This design comes from an exercise in tuning for small area and a short achievable clock period on the open sky130 flow, not from production work. The RTL was checked by simulation tests, not by an equivalence proof against the original design. The clock port is modelled as an ideal driver; clocking choices that lean on that would not hold on a real chip. Power figures rest on the tool's default switching activity, not on a simulated workload.

## principal
module principal (
	input clk,
	input reset,
	input [6:0] teclas,
	output clk_out
	);
Size in the first run: about 110 cells after synthesis, ~16 flip-flops, roughly 10 I/O pins, roughly 800 um2 of cells after synthesis.
export LEC_CHECK = 0
export CAP_MARGIN = 20
export CORE_AREA = 4 4 76 76
export CTS_BUF_LIST = sky130_fd_sc_hd__clkbuf_4
export CTS_CLUSTER_DIAMETER = 100
export CTS_CLUSTER_SIZE = 30
export DIE_AREA = 0 0 80 80
export SLEW_MARGIN = 20
export SYNTH_HIERARCHICAL = 0
create_clock -name core_clock -period 100.0 [get_ports {clk}]
standard.sh (not shown) runs the stock make flow with config.mk's settings and CLKGATE_MAP_FILE= SYNTH_SCRIPT=/design/flow/synth_recipe.tcl, a recipe that flattens the netlist after the stock synthesis.
==> flow/flow/run.sh <==
#!/bin/bash
# Layout flow: the standard ORFS flow with two changes.
#  - Synthesis is the standard flow's own synthesis script with only the ABC script
#    swapped for an area-oriented one (flow/abc_area.script); every other
#    step, including flip-flop mapping and register naming, is unchanged.
#  - Port buffers use the smallest buffer (buf_1).
# Each tool's full output goes to a log file in this folder and under
# orfs/logs as ORFS writes them.
set -euo pipefail
W=$(pwd)

cat > "$W/own_synth.tcl" <<EOF
proc abc {args} {
  set i [lsearch -exact \$args -script]
  if {\$i >= 0} { lset args [expr {\$i + 1}] $W/flow/abc_area.script }
  yosys abc {*}\$args
}
source $W/synth_recipe.tcl
EOF

sed "s#SYNTH_SCRIPT=[^ ]*#SYNTH_SCRIPT=$W/own_synth.tcl#" standard.sh > own_standard.sh
grep -q "SYNTH_SCRIPT=$W/own_synth.tcl" own_standard.sh

export BUFFER_PORTS_ARGS="-buffer_cell sky130_fd_sc_hd__buf_1"
# optimisation target only: ask timing repair for this much setup slack at
# the design's period, so it speeds up the input and output paths
if [[ -f flow/setup_margin ]]; then export SETUP_SLACK_MARGIN=$(cat flow/setup_margin); fi
if [[ -f flow/setup_moves ]]; then export SETUP_MOVE_SEQUENCE=$(cat flow/setup_moves); export SKIP_GATE_CLONING=1; fi
bash own_standard.sh finish > "$W/flow_make.log" 2>&1
==> flow/flow/abc_area.script <==
strash
&get -n
&fraig -x
&put
dc2
dch -f
amap
topo
==> flow/flow/setup_margin <==
78.6
==> flow/flow/setup_moves <==
sizeup,swap
Then changed:
--- a/flow/flow/run.sh
+++ b/flow/flow/run.sh
@@ -27,3 +27,7 @@
 if [[ -f flow/setup_margin ]]; then export SETUP_SLACK_MARGIN=$(cat flow/setup_margin); fi
 if [[ -f flow/setup_moves ]]; then export SETUP_MOVE_SEQUENCE=$(cat flow/setup_moves); export SKIP_GATE_CLONING=1; fi
+if [[ -f flow/clock_root_cell ]]; then
+  export CLOCK_ROOT_CELL=$(cat flow/clock_root_cell)
+  export POST_CTS_TCL=$W/flow/post_cts.tcl
+fi
 bash own_standard.sh finish > "$W/flow_make.log" 2>&1
==> flow/flow/abc_area.script (replaced) <==
strash
&get -n
&deepsyn -J 100 -S 6 -T 100
&put
dch -f
&get -n
&dch -f
&nf -R 1000
&put
topo
==> flow/flow/clock_root_cell (new file) <==
sky130_fd_sc_hd__clkbuf_8
==> flow/flow/post_cts.tcl (new file) <==
# Runs at the end of ORFS's CTS step (POST_CTS_TCL).  CTS on sky130hd always
# builds a root buffer and two leaf buffers; for this design's 16 flip-flops
# one buffer is enough.  Every flip-flop clock pin moves to the root buffer's
# output net, the leaf buffers are removed and the root buffer is resized to
# a strength that keeps the clock-pin slew low.  All flip-flops keep the same
# clock path (one buffer), so no register's clock is skewed against another.
set block [ord::get_db_block]
set clk_net [$block findNet [get_name [get_nets -of_objects [get_ports clk]]]]
set roots {}
foreach it [$clk_net getITerms] {
  if {[$it isInputSignal]} { lappend roots [$it getInst] }
}
if {[llength $roots] == 1} {
  set root [lindex $roots 0]
  set root_out [[$root findITerm X] getNet]
  set removed 0
  foreach it [$root_out getITerms] {
    set inst [$it getInst]
    if {$inst == $root} continue
    if {![string match *clkbuf* [[$inst getMaster] getName]]} continue
    set leaf_net [[$inst findITerm X] getNet]
    foreach sink [$leaf_net getITerms] {
      if {[$sink getInst] == $inst} continue
      $sink disconnect
      $sink connect $root_out
    }
    odb::dbInst_destroy $inst
    odb::dbNet_destroy $leaf_net
    incr removed
  }
  $root swapMaster [[ord::get_db] findMaster $::env(CLOCK_ROOT_CELL)]
  puts "post_cts: removed $removed clock buffers, root [$root getName] is $::env(CLOCK_ROOT_CELL)"
  detailed_placement
  check_placement -verbose
  estimate_parasitics -placement
  report_clock_skew
} else {
  puts "post_cts: clock port drives [llength $roots] cells, tree left as is"
}
removed: flow/flow/setup_margin
removed: flow/flow/setup_moves
The changed run stopped in 4_1_cts.
Area after synthesis drops by 2.5%.
Synthesized cell count drops by 12%.
Then changed:
--- a/flow/flow/run.sh
+++ b/flow/flow/run.sh
@@ -27,7 +27,3 @@
 if [[ -f flow/setup_margin ]]; then export SETUP_SLACK_MARGIN=$(cat flow/setup_margin); fi
 if [[ -f flow/setup_moves ]]; then export SETUP_MOVE_SEQUENCE=$(cat flow/setup_moves); export SKIP_GATE_CLONING=1; fi
-if [[ -f flow/clock_root_cell ]]; then
-  export CLOCK_ROOT_CELL=$(cat flow/clock_root_cell)
-  export POST_CTS_TCL=$W/flow/post_cts.tcl
-fi
 bash own_standard.sh finish > "$W/flow_make.log" 2>&1
Settings changed: CORE_AREA 4 4 76 76 to 4 4 60 60, DIE_AREA 0 0 80 80 to 0 0 64 64.
removed: flow/flow/clock_root_cell
removed: flow/flow/post_cts.tcl
After rerunning:
- Now the flow completed without violations
- synthesized area does not change
- synthesized cell count stays the same
Then changed:
==> flow/flow/abc_area.script (replaced) <==
strash
&get -n
&fraig -x
&put
dc2
dch -f
amap
topo
==> flow/flow/setup_margin (new file) <==
78.35
==> flow/flow/setup_moves (new file) <==
sizeup,swap
Settings changed: CORE_AREA 4 4 60 60 to 4 4 76 76, DIE_AREA 0 0 64 64 to 0 0 80 80.
Wire length climbs by 22%.
Area after synthesis rose by about 2.6%.
Clock skew stays flat.
Sequential power is lower by about 1%.
Worst hold slack gains 0.023 ns.
Register-to-register slack gains 0.11 ns.
Combinational power rose by about 1%.
Clock-buffer cell count does not change.
Die area is higher by 56%.
Final area grows by 8.1%.
Fmax climbs by about 0.9%.

==> port drivers added, routing unchanged <==
Ports are ideal in the flow. The routed layouts listed here were re-timed in OpenROAD.
Step 1 sets driving cells, clkbuf_16 on the clock port and buf_2 on the other inputs (assumed; they add their load-dependent delay and slew).
Step 2, shift: input delay + t, output delay - t, t = (earliest + latest rising clock arrival at the registers) / 2. This alone moves slack from input paths to output paths.
Slacks: ideal / step 1 / step 2; pairs: ideal / step 1.
run | shift t [ns] | slack for setup (ns) | worst setup path after step 2
the first run | 0.324 | 78.754 / 78.748 / 78.425 | input to register
the third run | 0.301 | 78.386 / 78.387 / 78.086 | input to register
the fourth run | 0.314 | 78.581 / 78.580 / 78.266 | input to register
After both steps every run listed still meets setup and hold. The setup slack of the first run, which loses most, moves by -0.006 ns with the drivers and by -0.329 ns with both steps.
